This is an optimization exercise on Yosys and OpenROAD, whose aim is a short achievable clock period and few clock cycles, not a production implementation. At most, simulation tests tie the RTL to the original design; equivalence was not proved. Power and IR drop assume default switching activity.

## yarrow
==> flow/design.v (excerpt) <==
module mips8_cpu(clk, rst, prog_len, imem_addr, imem_rdata, dmem_addr, dmem_rdata,
                 wb_en, wb_addr, wb_data, done, result);
make LEC_CHECK=0 CAP_MARGIN=20 CORE_MARGIN=2 CORE_UTILIZATION=40 PLACE_DENSITY=0.6 SETUP_SLACK_MARGIN=3 SLEW_MARGIN=20 finish   # period 5.0 ns
run.sh (not shown) runs the stock make flow with config.mk's settings and CLKGATE_MAP_FILE= SYNTH_SCRIPT=/design/flow/synth_recipe.tcl, a recipe that flattens the netlist after the stock synthesis.
yarrow finished every stage and its layout cleared the timing, DRC and antenna checks.
[inputs] cedar vs yarrow
--- a/flow/design.v
+++ b/flow/design.v
@@ -177,30 +177,31 @@
       btN  = 8'd0;
       for (ib = 0; ib < NB; ib = ib + 1) begin
          ohN[ib] = bv[ib] && (btag[ib] == Ai);
          btN  = btN | (ohN[ib] ? btgt[ib] : 8'd0);
       end
    end
    reg       hitS, seqS;
    reg [NB-1:0] idxF;
    reg [7:0] btF;
    wire      hitF = hitS & seqS;
    wire haltF = jrchk;    
-   localparam SP = 1;
+   localparam SP = 0;
    wire spOp = (opI == 6'b000011) | ((opI[5:1] == 5'b00010) & ins[7]);
    wire spI = (SP != 0) & vI & ~predI & ~stallD & spOp;
    wire [7:0] Abase = replayD ? pcI : (hitF ? btF : Aseq);
-   wire [7:0] Xeq = (vE & redir_eqE) ? (jrE ? opA : next_eqE) : Abase;
-   wire [7:0] Xne = (vE & redir_neE) ? (jrE ? opA : next_neE) : Abase;
-   wire       selT = spI & ~(eq ? (vE & redir_eqE) : (vE & redir_neE));
-   wire [7:0] Anext = selT ? tgtI : (eq ? Xeq : Xne);
+   wire       spSel = spI & ~replayD;
+   wire [7:0] Apred = spSel ? tgtI : Abase;
+   wire [7:0] Xeq = (vE & redir_eqE) ? (jrE ? opA : next_eqE) : Apred;
+   wire [7:0] Xne = (vE & redir_neE) ? (jrE ? opA : next_neE) : Apred;
+   wire [7:0] Anext = eq ? Xeq : Xne;
    always @(posedge clk) begin
       A <= Anext;
       An <= ~Anext;
       pcI <= Ai;
       predI <= hitF;
       idxI <= idxF;
       hitS <= |ohN;
       idxF <= ohN;
       btF <= btN;
       if (~stallD) begin
          rsD <= rsI;
## What came out
- Run comparison: yarrow cell at the slowest stage of the critical path sky130_fd_sc_hd__fa_2; cedar cell at the slowest stage of the critical path sky130_fd_sc_hd__dfxtp_4
- Per the comparison of cedar with yarrow, synthesized-area fraction occupied by and/or/nand/nor cells increased by 0.95 points relative to the old numbers, area of the die went up by about 1.4%, area growth from synthesis to layout lower, final net count +1.7%, portion of total power attributed to combinational logic went up by 0.8 points.
- Compared with yarrow, in cedar final sequential cell count did not really move; worst hold slack after final layout went down; worst stage delay on the critical path went down.
- Number of max-capacitance violations reported: yarrow vs cedar identical
- Between yarrow and cedar, final design area excluding fillers increased.
- In the tables for cedar and yarrow, worst setup margin reads higher with cedar.
- Changes observed in cedar relative to yarrow: part of the power in the clock network has decreased, non-clock buffer total of the final layout rose about 1.5%.
Testbench counts of cedar, summed over its fixed seeds: cycles 29,145.
Only the layout flow was run in yarrow; the RTL was not checked for function there.

## exp/garnet
The RTL this note starts from:
==> flow/design.v <==
module mips8_cpu(clk, rst, prog_len, imem_addr, imem_rdata, dmem_addr, dmem_rdata,
                 wb_en, wb_addr, wb_data, done, result);
   input clk;
   input rst;
   input [7:0] prog_len;
   output [7:0] imem_addr;
   input [31:0] imem_rdata;
   output [7:0] dmem_addr;
   input [7:0] dmem_rdata;
   output wb_en;
   output [4:0] wb_addr;
   output [7:0] wb_data;
   output done;
   output [7:0] result;
   localparam NB = 8;
   integer i;
   reg [7:0] len_r;
   always @(posedge clk) len_r <= prog_len;
   reg [7:0] rf [1:31];
   reg [7:0] A;
   reg       halted;
   reg       jrchk;
   reg [7:0] pcI;
   reg       vI;
   reg       predI;
   reg [2:0] idxI;
   reg       vD;
   reg [4:0] rsD, rtD, destD;
   reg [31:1] rsohD, rtohD;
   reg [7:0] immD, pcD, pc1D, tgtD;
   reg       adduD, sltD, jrD, beqD, bneD, jalD, lwD, addiuD, wenD, useRsD, useRtD;
   reg       pc1_geD;
   reg       sEs, sMs, sWs, sOs, sRs, sEt, sMt, sWt, sOt, sRt;
   reg       hzE, hzM;
   reg       predD;
   reg [2:0] idxD;
   reg       vE;
   reg [7:0] opA, opB, pcE, tgtE, next_eqE, next_neE;
   reg       redir_eqE, redir_neE, halt_eqE, halt_neE, tk_eqE, tk_neE;
   reg       sltE, jrE, brE, lwE, wenE;
   reg [4:0] destE;
   reg       predE;
   reg [2:0] idxE;
   reg       mV, mLoad;
   reg [4:0] mDest;
   reg [7:0] mRes;
   reg [7:0] dA;
   reg       wV, wLoad;
   reg [4:0] wDest;
   reg [7:0] wRes;
   reg       oV;
   reg [4:0] oDest;
   reg [7:0] oData;
   reg       done_r;
   reg       bv [0:NB-1];
   reg [7:0] btag [0:NB-1];
   reg [7:0] btgt [0:NB-1];
   reg [2:0] brr;
   reg       uAlloc, uInval;
   reg [7:0] uPc, uTgt;
   reg [2:0] uIdx;
   wire [7:0] sum = opA + opB;
   wire       lt  = $signed(opA) < $signed(opB);
   wire [7:0] resE = sltE ? {7'b0, lt} : sum;
   wire       eq  = (opA == opB);
   wire       redirE = vE & (eq ? redir_eqE : redir_neE);
   wire       haltE  = vE & (eq ? halt_eqE : halt_neE);
   wire       takenE = eq ? tk_eqE : tk_neE;
   wire [7:0] wdata = wLoad ? dmem_rdata : wRes;
   function [7:0] rdrf;
      input [31:1] oh;
      integer k;
      begin
         rdrf = 8'd0;
         for (k = 1; k < 32; k = k + 1)
            rdrf = rdrf | (oh[k] ? rf[k] : 8'd0);
      end
   endfunction
   wire [7:0] rsv = ({8{sEs}} & resE) | ({8{sMs}} & mRes) | ({8{sWs}} & wdata)
                  | ({8{sOs}} & oData) | ({8{sRs}} & rdrf(rsohD));
   wire [7:0] rtv = ({8{sEt}} & resE) | ({8{sMt}} & mRes) | ({8{sWt}} & wdata)
                  | ({8{sOt}} & oData) | ({8{sRt}} & rdrf(rtohD));
   wire stallD = vD & (hzE | hzM);
   wire replayD = stallD & vI;
   wire tgt_geD = (tgtD >= len_r);
   wire tk_eqD = jalD | beqD;
   wire tk_neD = jalD | bneD;
   wire redir_eqD = jrD | (tk_eqD ? (~predD | tgt_geD) : (predD | pc1_geD));
   wire redir_neD = jrD | (tk_neD ? (~predD | tgt_geD) : (predD | pc1_geD));
   wire halt_eqD = ~jrD & (tk_eqD ? tgt_geD : pc1_geD);
   wire halt_neD = ~jrD & (tk_neD ? tgt_geD : pc1_geD);
   wire [31:0] ins = imem_rdata;
   wire [5:0] opI = ins[31:26];
   wire [5:0] fnI = ins[5:0];
   wire rformI = (opI == 6'b000000);
   wire adduI  = rformI & (fnI == 6'b100001);
   wire sltI   = rformI & (fnI == 6'b101010);
   wire jrI    = rformI & (fnI == 6'b001000);
   wire beqI   = (opI == 6'b000100);
   wire bneI   = (opI == 6'b000101);
   wire jalI   = (opI == 6'b000011);
   wire lwI    = (opI == 6'b010111);
   wire addiuI = (opI == 6'b001001);
   wire [4:0] rsI = ins[25:21];
   wire [4:0] rtI = ins[20:16];
   wire [4:0] destI = (adduI | sltI) ? ins[15:11] : (jalI ? 5'd31 : rtI);
   wire wenI = (adduI | sltI | jalI | lwI | addiuI) & (destI != 5'd0);
   wire [7:0] pc1I = pcI + 8'd1;
   wire [7:0] tgtI = jalI ? ins[7:0] : (pcI + ins[7:0]);
   wire useRsI = adduI | sltI | jrI | beqI | bneI | lwI | addiuI;
   wire useRtI = adduI | sltI | beqI | bneI;
   wire fEs = vD & wenD & (destD == rsI);
   wire fMs = vE & wenE & (destE == rsI);
   wire fWs = mV & (mDest == rsI);
   wire fOs = wV & (wDest == rsI);
   wire fEt = vD & wenD & (destD == rtI);
   wire fMt = vE & wenE & (destE == rtI);
   wire fWt = mV & (mDest == rtI);
   wire fOt = wV & (wDest == rtI);
   wire hzEI = vD & wenD & lwD & ((useRsI & (destD == rsI)) | (useRtI & (destD == rtI)));
   wire hzMI = vE & wenE & lwE & ((useRsI & (destE == rsI)) | (useRtI & (destE == rtI)));
   reg [31:1] rsohI, rtohI;
   always @(*) begin
      for (i = 1; i < 32; i = i + 1) begin
         rsohI[i] = (rsI == i);
         rtohI[i] = (rtI == i);
      end
   end
   reg       hitF;
   reg [2:0] idxF;
   reg [7:0] btF;
   always @(*) begin
      hitF = 1'b0;
      idxF = 3'd0;
      btF  = 8'd0;
      for (i = 0; i < NB; i = i + 1) begin
         if (bv[i] && (btag[i] == A)) begin
            hitF = 1'b1;
            idxF = i;
            btF  = btF | btgt[i];
         end
      end
   end
   wire haltF = jrchk & (A >= len_r);
   wire [7:0] Apred = replayD ? pcI : (hitF ? btF : A + 8'd1);
   wire [7:0] Xeq = (vE & redir_eqE) ? (jrE ? opA : next_eqE) : Apred;
   wire [7:0] Xne = (vE & redir_neE) ? (jrE ? opA : next_neE) : Apred;
   wire [7:0] Anext = eq ? Xeq : Xne;
   always @(posedge clk) begin
      A <= Anext;
      pcI <= A;
      predI <= hitF;
      idxI <= idxF;
      if (~stallD) begin
         rsD <= rsI;
         rtD <= rtI;
         destD <= destI;
         rsohD <= rsohI;
         rtohD <= rtohI;
         immD <= ins[7:0];
         pcD <= pcI;
         pc1D <= pc1I;
         tgtD <= tgtI;
         pc1_geD <= (pc1I >= len_r);
         adduD <= adduI;
         sltD <= sltI;
         jrD <= jrI;
         beqD <= beqI;
         bneD <= bneI;
         jalD <= jalI;
         lwD <= lwI;
         addiuD <= addiuI;
         wenD <= wenI;
         predD <= predI;
         idxD <= idxI;
         useRsD <= useRsI;
         useRtD <= useRtI;
         sEs <= fEs;
         sMs <= ~fEs & fMs;
         sWs <= ~fEs & ~fMs & fWs;
         sOs <= ~fEs & ~fMs & ~fWs & fOs;
         sRs <= ~fEs & ~fMs & ~fWs & ~fOs;
         sEt <= fEt;
         sMt <= ~fEt & fMt;
         sWt <= ~fEt & ~fMt & fWt;
         sOt <= ~fEt & ~fMt & ~fWt & fOt;
         sRt <= ~fEt & ~fMt & ~fWt & ~fOt;
         hzE <= hzEI;
         hzM <= hzMI;
      end else begin
         sEs <= 1'b0; sMs <= sEs; sWs <= sMs; sOs <= sWs; sRs <= sRs | sOs;
         sEt <= 1'b0; sMt <= sEt; sWt <= sMt; sOt <= sWt; sRt <= sRt | sOt;
         hzE <= 1'b0;
         hzM <= hzE;
      end
      opA <= jalD ? pc1D : rsv;
      opB <= (addiuD | lwD) ? immD : (jalD ? 8'd0 : rtv);
      pcE <= pcD;
      tgtE <= tgtD;
      next_eqE <= tk_eqD ? tgtD : pc1D;
      next_neE <= tk_neD ? tgtD : pc1D;
      redir_eqE <= redir_eqD;
      redir_neE <= redir_neD;
      halt_eqE <= halt_eqD;
      halt_neE <= halt_neD;
      tk_eqE <= tk_eqD;
      tk_neE <= tk_neD;
      sltE <= sltD;
      jrE <= jrD;
      brE <= beqD | bneD | jalD;
      lwE <= lwD;
      wenE <= wenD;
      destE <= destD;
      predE <= predD;
      idxE <= idxD;
      mLoad <= lwE;
      mDest <= destE;
      mRes <= resE;
      dA <= sum;
      wLoad <= mLoad;
      wDest <= mDest;
      wRes <= mRes;
      oDest <= wDest;
      oData <= wdata;
      uPc <= pcE;
      uTgt <= tgtE;
      uIdx <= idxE;
      if (uAlloc) begin
         btag[brr] <= uPc;
         btgt[brr] <= uTgt;
      end
      if (rst) begin
         halted <= 1'b0;
         jrchk <= 1'b0;
         vI <= 1'b0;
         vD <= 1'b0;
         vE <= 1'b0;
         mV <= 1'b0;
         wV <= 1'b0;
         oV <= 1'b0;
         done_r <= 1'b0;
         brr <= 3'd0;
         uAlloc <= 1'b0;
         uInval <= 1'b0;
         A <= 8'd0;
         for (i = 0; i < NB; i = i + 1) bv[i] <= 1'b0;
         for (i = 1; i < 32; i = i + 1) rf[i] <= 8'd0;
      end else begin
         halted <= halted | haltE | haltF;
         jrchk <= vE & jrE;
         vI <= ~halted & ~haltE & ~haltF & ~redirE & ~replayD;
         if (redirE) vD <= 1'b0;
         else if (~stallD) vD <= vI;
         vE <= vD & ~stallD & ~redirE;
         mV <= vE & wenE;
         wV <= mV;
         oV <= wV;
         if (oV) rf[oDest] <= oData;
         done_r <= (halted | haltE | haltF) & ~(vE & wenE) & ~mV & ~wV;
         uAlloc <= vE & brE & takenE & ~predE;
         uInval <= vE & brE & ~takenE & predE;
         if (uAlloc) begin
            bv[brr] <= 1'b1;
            brr <= brr + 3'd1;
         end else if (uInval) begin
            bv[uIdx] <= 1'b0;
         end
      end
   end
   assign imem_addr = A;
   assign dmem_addr = dA;
   assign wb_en = oV;
   assign wb_addr = oDest;
   assign wb_data = oData;
   assign done = done_r;
   assign result = rf[2];
endmodule
clock: 5.0 ns
lec_check: 0
abc_clock_period_in_ps: 2000
cap_margin: 20
core_margin: 2
core_utilization: 40
place_density: 0.6
setup_slack_margin: 3
slew_margin: 20
What exp/umber does differently from exp/garnet at the input level:
--- a/flow/design.v
+++ b/flow/design.v
@@ -23,5 +23,5 @@
    reg [7:0] pcI;
    reg       vI;
-   reg       predI;
+   reg       predI;    
    reg [2:0] idxI;
    reg       vD;
@@ -33,5 +33,6 @@
    reg       sEs, sMs, sWs, sOs, sRs, sEt, sMt, sWt, sOt, sRt;
    reg       hzE, hzM;
-   reg       predD;
+   reg       predD;    
+   reg       btbD;     
    reg [2:0] idxD;
    reg       vE;
@@ -41,4 +42,5 @@
    reg [4:0] destE;
    reg       predE;
+   reg       btbE;
    reg [2:0] idxE;
    reg       mV, mLoad;
@@ -143,5 +145,6 @@
    end
    wire haltF = jrchk & (A >= len_r);
-   wire [7:0] Apred = replayD ? pcI : (hitF ? btF : A + 8'd1);
+   wire spI = vI & ~predI & ~stallD & (jalI | ((beqI | bneI) & ins[7]));
+   wire [7:0] Apred = replayD ? pcI : (spI ? tgtI : (hitF ? btF : A + 8'd1));
    wire [7:0] Xeq = (vE & redir_eqE) ? (jrE ? opA : next_eqE) : Apred;
    wire [7:0] Xne = (vE & redir_neE) ? (jrE ? opA : next_neE) : Apred;
@@ -172,5 +175,6 @@
          addiuD <= addiuI;
          wenD <= wenI;
-         predD <= predI;
+         predD <= predI | spI;
+         btbD <= predI;
          idxD <= idxI;
          useRsD <= useRsI;
@@ -213,4 +217,5 @@
       destE <= destD;
       predE <= predD;
+      btbE <= btbD;
       idxE <= idxD;
       mLoad <= lwE;
@@ -249,5 +254,5 @@
          halted <= halted | haltE | haltF;
          jrchk <= vE & jrE;
-         vI <= ~halted & ~haltE & ~haltF & ~redirE & ~replayD;
+         vI <= ~halted & ~haltE & ~haltF & ~redirE & ~replayD & ~spI;
          if (redirE) vD <= 1'b0;
          else if (~stallD) vD <= vI;
@@ -258,6 +263,6 @@
          if (oV) rf[oDest] <= oData;
          done_r <= (halted | haltE | haltF) & ~(vE & wenE) & ~mV & ~wV;
-         uAlloc <= vE & brE & takenE & ~predE;
-         uInval <= vE & brE & ~takenE & predE;
+         uAlloc <= vE & brE & takenE & ~btbE;
+         uInval <= vE & brE & ~takenE & btbE;
          if (uAlloc) begin
             bv[brr] <= 1'b1;
[summary]
- The total power in exp/umber was lower than what exp/garnet gave.
- Diff exp/garnet -> exp/umber | required time of the critical path | increase of 0.06 ns
- Going from exp/garnet to exp/umber, routing usage on met2 went down by 2.8 points; largest fanout of any net on the critical path went down by 2; routability congestion estimate went up by about 5%; instance count on the critical path went down by 1; simple logic cell fraction of the synthesized area went down by 0.33 points.
- exp/umber vs. exp/garnet: global-route total usage across every layer fell 2.7 points, cell area after layout fell about 2%.
Function was not checked in any run of this note: the RTL went through the layout flow alone.

mips8_cpu, a different RTL version from the one above (not shown whole).
Size in the first run: roughly 850 flip-flops, about 89 I/O pins.
Design mips8_cpu, start of the top module:
module mips8_cpu(clk, rst, prog_len, imem_addr, imem_rdata, dmem_addr, dmem_rdata,
                 wb_en, wb_addr, wb_data, done, result);
==> flow/config.mk <==
export PLATFORM = sky130hd
export DESIGN_NAME = mips8_cpu
export DESIGN_NICKNAME = mips8_cpu
export VERILOG_FILES = /design/flow/design.v
export SDC_FILE = /design/flow/constraint.sdc
export NUM_CORES = 4
export LEC_CHECK = 0
export CAP_MARGIN = 20
export CORE_MARGIN = 2
export CORE_UTILIZATION = 40
export PLACE_DENSITY = 0.6
export SETUP_SLACK_MARGIN = 3
export SLEW_MARGIN = 20
==> flow/constraint.sdc <==
create_clock -name core_clock -period 5.0 [get_ports {clk}]
set_input_delay 1.0000 -clock core_clock [delete_from_list [all_inputs] [get_ports {clk}]]
set_output_delay 1.0000 -clock core_clock [all_outputs]
set_load 0.01 [all_outputs]
The first run ran to the end with no violations.
Next try:
--- a/flow/design.v
+++ b/flow/design.v
@@ -33,26 +33,24 @@
    reg       adduD, sltD, jrD, beqD, bneD, jalD, lwD, addiuD, wenD, useRsD, useRtD;
    reg       pc1_geD;
    reg       rtZD;    
    reg       sEs, sMs, sWs, sOs, sRs, sEt, sMt, sWt, sOt, sRt;
    reg       hzE, hzM;
    reg       predD;    
    reg       btbD;     
    reg [NB-1:0] idxD;
    reg       vE;
    reg [7:0] opA, opB, pcE, tgtE, next_eqE, next_neE;
    reg       redir_eqE, redir_neE, halt_eqE, halt_neE, tk_eqE, tk_neE;
    reg       sltE, jrE, brE, lwE, wenE;
-   reg       immE;     
-   reg [7:0] nimmE;    
    reg [4:0] destE;
    reg       predE;
    reg       btbE;
    reg [NB-1:0] idxE;
    reg       mV, mLoad;
    reg [4:0] mDest;
    reg [7:0] mRes;
    reg [7:0] dA;
    reg       wV, wLoad;
    reg [4:0] wDest;
    reg [7:0] wRes;
    reg       oV;
@@ -60,28 +58,25 @@
    reg [7:0] oData;
    reg       done_r;
    reg [4:0] wbA;    
    reg [7:0] wbD;
    reg [7:0] res_r;    
    reg       bv [0:NB-1];
    reg [7:0] btag [0:NB-1];
    reg [7:0] btgt [0:NB-1];
    reg [2:0] brr;
    reg       uAlloc, uInval;
    reg [7:0] uPc, uTgt;
    reg [NB-1:0] uIdx;
-   wire [4:0] sLo  = {1'b0, opA[3:0]} + {1'b0, opB[3:0]};
-   wire [3:0] sHi0 = opA[7:4] + opB[7:4];
-   wire [3:0] sHi1 = opA[7:4] + opB[7:4] + 4'd1;
-   wire [7:0] sum = {sLo[4] ? sHi1 : sHi0, sLo[3:0]};
+   wire [7:0] sum = opA + opB;
    wire       lt  = $signed(opA) < $signed(opB);
    wire [7:0] resE = {sum[7:1] & {7{~sltE}}, sltE ? lt : sum[0]};
    wire       eq  = (opA == opB);
    wire       redirE = vE & (eq ? redir_eqE : redir_neE);
    wire       haltE  = vE & (eq ? halt_eqE : halt_neE);
    wire       takenE = eq ? tk_eqE : tk_neE;
    wire [7:0] wdata = wLoad ? dmem_rdata : wRes;
    wire skipM = mV & ~mLoad & ~wV;
    wire skipE = vE & wenE & ~lwE & ~mV & ~wV;
    function [7:0] rdrf;
       input [7:0] oh;
       input [63:0] c;
@@ -121,26 +116,27 @@
                   | ({8{sOs}} & oData) | ({8{sRs}} & rdrf(rsloD, csD));
    wire [7:0] rtv = ({8{sEt}} & resE) | ({8{sMt}} & mRes) | ({8{sWt}} & wdata)
                   | ({8{sOt}} & oData) | ({8{sRt}} & rdrf(rtloD, ctD));
    wire stallD = vD & (hzE | hzM);
    wire replayD = stallD & vI;
    wire tgt_geD = (tgtD >= len_r);
    wire tk_eqD = jalD | beqD;
    wire tk_neD = jalD | bneD;
    wire redir_eqD = jrD | (tk_eqD ? (~predD | tgt_geD) : (predD | pc1_geD));
    wire redir_neD = jrD | (tk_neD ? (~predD | tgt_geD) : (predD | pc1_geD));
    wire halt_eqD = ~jrD & (tk_eqD ? tgt_geD : pc1_geD);
    wire halt_neD = ~jrD & (tk_neD ? tgt_geD : pc1_geD);
-   wire       zE = (opA == nimmE);
-   wire       erD = vD & ~stallD & (beqD | bneD) & rtZD & sEs & immE;
+   wire [7:0] zc = {opA[6:0] | opB[6:0], 1'b0};
+   wire       zE = &(~(opA ^ opB ^ zc));
+   wire       erD = vD & ~stallD & (beqD | bneD) & rtZD & sEs & ~sltE;
    wire       rdZ = erD & (beqD != predD);
    wire       rdN = erD & (bneD != predD);
    wire [7:0] dtZ = beqD ? tgtD : pc1D;
    wire [7:0] dtN = bneD ? tgtD : pc1D;
    wire       redirD = zE ? rdZ : rdN;
    wire [31:0] ins = imem_rdata;
    wire [5:0] opI = ins[31:26];
    wire [5:0] fnI = ins[5:0];
    wire rformI = (opI == 6'b000000);
    wire adduI  = rformI & (fnI == 6'b100001);
    wire sltI   = rformI & (fnI == 6'b101010);
    wire jrI    = rformI & (fnI == 6'b001000);
@@ -278,26 +274,24 @@
       opB <= (addiuD | lwD) ? immD : (jalD ? 8'd0 : rtv);
       pcE <= pcD;
       tgtE <= tgtD;
       next_eqE <= tk_eqD ? tgtD : pc1D;
       next_neE <= tk_neD ? tgtD : pc1D;
       redir_eqE <= erD ? halt_eqD : redir_eqD;
       redir_neE <= erD ? halt_neD : redir_neD;
       halt_eqE <= halt_eqD;
       halt_neE <= halt_neD;
       tk_eqE <= tk_eqD;
       tk_neE <= tk_neD;
       sltE <= sltD;
-      immE <= addiuD | jalD;
-      nimmE <= jalD ? 8'd0 : (8'd0 - immD);
       jrE <= jrD;
       brE <= beqD | bneD | jalD;
       lwE <= lwD;
       wenE <= wenD;
       destE <= destD;
       predE <= predD;
       btbE <= btbD;
       idxE <= idxD;
       mLoad <= lwE;
       mDest <= destE;
       mRes <= resE;
       dA <= sum;
Register-to-register slack degrades by 0.33 ns.
Final area is about the same.
Wire length went up by 3.8%.
Combinational power is higher by 22%.
Core utilization went up by 0.71 points.
Cell count decreases by 1.1%.
Global-route usage increases by 0.92 points.
Total power went up by 4.0%.
Die area came out lower by 0.78%.
Maximum frequency decreases by 12%.
Area after synthesis is lower by 0.80%.
Count of clock-buffer cells in the layout is unchanged.
No run of this note included a check of the RTL's function; only the layout flow was run.

-- what the ideal ports hide --
In the flow no input, the clock included, has a driving cell. The finished layouts below were timed again as built, in two steps. Step 1, drivers: a clkbuf_16 drives clk and a buf_2 each remaining input, both assumed. Step 2, shift: input delay + t, output delay - t, t = (earliest + latest rising clock arrival at the registers) / 2. This alone moves slack from input paths to output paths. a / b / c = no drivers / after step 1 / after step 2; a / b = the first two.
| run | t, ns | slack for setup (ns) | worst data-port slew with drivers (ns) |
|---|---|---|---|
| yarrow | 0.728 | 2.609 / 2.606 / 1.878 | 0.12 |
| cedar | 0.718 | 2.844 / 2.778 / 2.300 | 0.11 |
| exp/garnet | 0.701 | 2.635 / 2.635 / 2.226 | 0.09 |
| exp/umber | 0.703 | 2.590 / 2.575 / 1.888 | 0.07 |
| the first run of note 3 | 0.724 | 2.689 / 2.689 / 2.214 | 0.21 |
| the second run of note 3 | 0.727 | 2.362 / 2.362 / 2.141 | 0.21 |
After both steps setup and hold are still met in every run listed. The setup slack of yarrow, which loses most, moves by -0.003 ns with the drivers and by -0.731 ns with both steps.
